This design comes from an exercise in tuning for small area and a short achievable clock period on the open sky130 flow, not from production work. Power is estimated from default activity; no workload was simulated.

== run P ==
==> flow/design.v (excerpt) <==
module umt_top #(
    parameter MAX_UMTS = 5,
    parameter MAX_LMTS = 5,
    parameter MAX_WIDTH = 64,
    parameter MAX_DEPTH = 512,
    parameter PMT_WIDTH = 32,
    parameter PMT_DEPTH = 32,
    parameter MAX_PMTS_PER_LMT = 8
) (
    input  wire                      clk,
    input  wire                      rst_n,
    input  wire                      umt_cfg_valid,
    input  wire                      umt_cfg_wr_en,
    input  wire [2:0]                umt_cfg_id,
    input  wire [15:0]               umt_cfg_width,
    input  wire [15:0]               umt_cfg_depth,
    input  wire                      umt_cfg_type,
    input  wire                      umt_map_trigger,
    input  wire                      entry_valid,
    input  wire [2:0]                entry_umt_id,
    input  wire [8:0]                entry_addr,
    input  wire [MAX_WIDTH-1:0]      entry_data,
    input  wire [MAX_WIDTH-1:0]      entry_mask,
    output wire                      map_done,
    output wire                      map_error,
    output wire [MAX_LMTS-1:0]       lmt_used,
    output wire [MAX_LMTS*8-1:0]     lmt_uid,
    output wire [MAX_LMTS*8-1:0]     lmt_internal_id,
    output wire [MAX_LMTS*2-1:0]     lmt_status_flag,
    output wire [MAX_LMTS*2-1:0]     lmt_width_gear,
    output wire [MAX_LMTS*3-1:0]     lmt_depth_gear,
    output wire                      lmt_entry_valid,
    output wire [2:0]                lmt_entry_id,
    output wire [8:0]                lmt_entry_addr,
    output wire [MAX_WIDTH-1:0]      lmt_entry_data,
    output wire [MAX_WIDTH-1:0]      lmt_entry_mask,
    output wire [7:0]                total_lmts_used,
    output wire [15:0]               total_pmts_needed
);
For scale: roughly 1,100 cells after synthesis, ~240 flip-flops, ~13,000 um^2 of cells after synthesis.
Settings: LEC_CHECK=0, CAP_MARGIN=20, CORE_MARGIN=2, CORE_UTILIZATION=60, SLEW_MARGIN=20; clock period 120.0 ns.
standard.sh (not shown) runs the stock make flow with config.mk's settings and CLKGATE_MAP_FILE= SYNTH_SCRIPT=/design/flow/synth_recipe.tcl, a recipe that flattens the netlist after the stock synthesis.
==> flow/flow/run.sh <==
#!/bin/bash
# Standard ORFS layout (the standard.sh) with these changes:
#  - port buffers are the smallest buffer cell (buf_1);
#  - clock tree: larger sink clusters of clkbuf_8, no dummy loads;
#  - repair aims at a setup slack of 93 ns (the I/O paths set the period);
#  - tie cells each drive up to 8 constant outputs instead of one each.
set -euo pipefail
here="$(cd "$(dirname "$0")" && pwd)"
export BUFFER_PORTS_ARGS="-buffer_cell sky130_fd_sc_hd__buf_1"
export CTS_ARGS="-sink_clustering_enable -repair_clock_nets -dont_use_dummy_load -buf_list sky130_fd_sc_hd__clkbuf_8 -sink_clustering_size 16 -sink_clustering_max_diameter 60"
export SETUP_SLACK_MARGIN=93
export SKIP_REPAIR_TIE_FANOUT=1
export POST_FLOORPLAN_TCL="$here/tie.tcl"
bash standard.sh > standard.log 2>&1
==> flow/flow/tie.tcl <==
# Split each tie cell's net so that one tie cell drives at most TIE_GROUP loads
# (the standard flow gives every load a tie cell of its own).
set tie_group 8
set block [ord::get_db_block]
set master [[ord::get_db] findMaster sky130_fd_sc_hd__conb_1]
set ties {}
foreach inst [$block getInsts] {
  if { [[$inst getMaster] getName] == "sky130_fd_sc_hd__conb_1" } { lappend ties $inst }
}
set k 0
foreach inst $ties {
  foreach pin {HI LO} {
    set it [$inst findITerm $pin]
    set net [$it getNet]
    if { $net == "NULL" } { continue }
    set loads {}
    foreach bt [$net getBTerms] { lappend loads [list b $bt] }
    foreach ld [$net getITerms] {
      if { [$ld getInst] != $inst } { lappend loads [list i $ld] }
    }
    set n [llength $loads]
    puts "tie [$inst getName]/$pin drives $n loads"
    for { set s $tie_group } { $s < $n } { incr s $tie_group } {
      incr k
      set ni [odb::dbInst_create $block $master "tie_split_$k"]
      set nn [odb::dbNet_create $block "tie_split_net_$k"]
      [$ni findITerm $pin] connect $nn
      foreach ld [lrange $loads $s [expr {$s + $tie_group - 1}]] {
        lassign $ld kind obj
        if { $kind == "b" } { $obj connect $nn } else { $obj disconnect; $obj connect $nn }
      }
    }
  }
}
puts "tie cells added: $k"
Run P finished all stages; the layout is clean.
Input changes introduced in run M (baseline for comparison: run P):
--- a/flow/design.v
+++ b/flow/design.v
@@ -242,21 +242,21 @@
     assign lmt_used          = lu;
     assign lmt_uid           = o_uid;
     assign lmt_internal_id   = o_iid;
     assign lmt_status_flag   = o_sf;
     assign lmt_width_gear    = o_wg;
     assign lmt_depth_gear    = o_dg;
     assign total_lmts_used   = {3'd0, tl};
     assign total_pmts_needed = {8'd0, tp};
     reg        e_v;
     reg [2:0]  e_id;
-    reg [8:0]  e_addr;
+    reg [7:0]  e_addr;
     reg [63:0] e_data, e_mask;
     reg [3:0] st [0:4];
     reg [4:0] en [0:4];
     reg [3:0] z;
     reg       c, t;
     integer   b;
     always @(*) begin
         for (n = 0; n < 5; n = n + 1) begin
             st[n] = 4'd0;
             for (i = 0; i < n; i = i + 1)
@@ -270,61 +270,62 @@
                 c = st[n][b] & t;
             end
             en[n][4] = c;
         end
     end
     reg [4:0] hit;
     reg       lt, eq;
     reg       found;
     reg       taken;
     reg [2:0] t_id;
-    reg [3:0] t_st;
-    reg [3:0] t_off;
-    reg       bw;
+    reg [2:0] t_off;
+    reg [2:0] o;
+    reg [1:0] g;
     always @(*) begin
         taken = 1'b0;
         t_id = 3'd0;
-        t_st = 4'd0;
+        o = 3'd0;
+        g = 2'd0;
         for (n = 0; n < 5; n = n + 1) begin
             lt = en[n][4];
             eq = ~en[n][4];
             for (b = 3; b >= 0; b = b - 1) begin
                 lt = lt | (eq & ~entry_addr[5+b] & en[n][b]);
                 eq = eq & ~(entry_addr[5+b] ^ en[n][b]);
             end
             hit[n] = lu[n] & (lid[n*3 +: 3] == entry_umt_id) & lt;
             if (hit[n] && !taken) begin
                 taken = 1'b1;
                 t_id = n[2:0];
-                t_st = st[n];
+                o = st[n][2:0];
+                g = ldg[n];
             end
         end
         found = |hit;
-        bw = 1'b0;
-        for (b = 0; b < 4; b = b + 1) begin
-            t_off[b] = entry_addr[5+b] ^ t_st[b] ^ bw;
-            bw = (~entry_addr[5+b] & (t_st[b] | bw)) | (t_st[b] & bw);
-        end
+        t_off[0] = (g != 2'd0) & (entry_addr[5] ^ o[0]);
+        t_off[1] = g[1] & (entry_addr[6] ^ o[1] ^ (~entry_addr[5] & o[0]));
+        t_off[2] = g[1] & g[0] & (entry_addr[7] ^ o[2] ^
+                   ((~entry_addr[6] & o[1]) | (~(entry_addr[6] ^ o[1]) & ~entry_addr[5] & o[0])));
     end
     always @(posedge clk or negedge rst_n) begin
         if (!rst_n) begin
             e_v    <= 1'b0;
             e_id   <= 3'd0;
-            e_addr <= 9'd0;
+            e_addr <= 8'd0;
             e_data <= 64'd0;
             e_mask <= 64'd0;
         end else begin
             e_v <= entry_valid & found;
             if (entry_valid & found) begin
                 e_id   <= t_id;
                 e_addr <= {t_off, entry_addr[4:0]};
                 e_data <= entry_data;
                 e_mask <= entry_mask;
             end
         end
     end
     assign lmt_entry_valid = e_v;
     assign lmt_entry_id    = e_id;
-    assign lmt_entry_addr  = e_addr;
+    assign lmt_entry_addr  = {1'b0, e_addr};
     assign lmt_entry_data  = e_data;
     assign lmt_entry_mask  = e_mask;
 endmodule
==> comparison <==
Total of fill cells in the finished design: run M vs run P up 50. The placeable core region in run M sits about 4% above the value recorded for run P. Comparing run P and run M, the lower post-detailed-route via-to-cell ratio was measured on run P. Looking at minimum hold slack, run M sits 0.0090 ns lower than run P does. Run M vs run P — number of rows in the core area rose 1.9%. Run M does worse than run P on leakage power summed over all cells. Routed wire length per instance for run M: about 6.6% up relative to run P. Going from run P to run M, design area increased about 4.3%; number of setup violations in the final report now sits at about the same level. Side by side, power consumption turned out lower in run M than in run P. Non-clock buffer count went up by a few percent going from run P to run M. Run M vs run P — clock network power climbed by a few percent. Between run P and run M, worst ir drop on vdd is higher for run P, run M comes in under that.
No run of this note included a check of the RTL's function; only the layout flow was run.

==> static timing again, ports no longer ideal <==
How much do the figures lean on ideal ports? The routed layouts below were timed once more, with nothing changed but the port constraints.
Step 1 sets driving cells, clkbuf_16 on the clock port and buf_2 on the other inputs (assumed; they add their load-dependent delay and slew).
Step 2 moves the port delays by t, midway between the first and last clock arrival at a register: inputs arrive t later, outputs are due t later. That takes back most of the time a late clock gives input paths.
Slacks: ideal ports / drivers / drivers and shift; pairs: ideal ports / drivers.
| run | t (ns) | setup slack, ns | worst setup path at the end | worst register clock-pin slew, ns | worst data-port slew with drivers (ns) |
|---|---|---|---|---|---|
| run P | 0.540 | 92.830 / 92.824 / 92.284 | input to register | 0.10 / 0.10 | 0.09 |
| run M | 0.567 | 93.044 / 93.061 / 92.494 | input to register | 0.10 / 0.10 | 0.07 |
After both steps every run listed still meets setup and hold. For run M, which loses most, drivers alone change the setup slack by +0.017 ns; drivers and shift together by -0.550 ns.
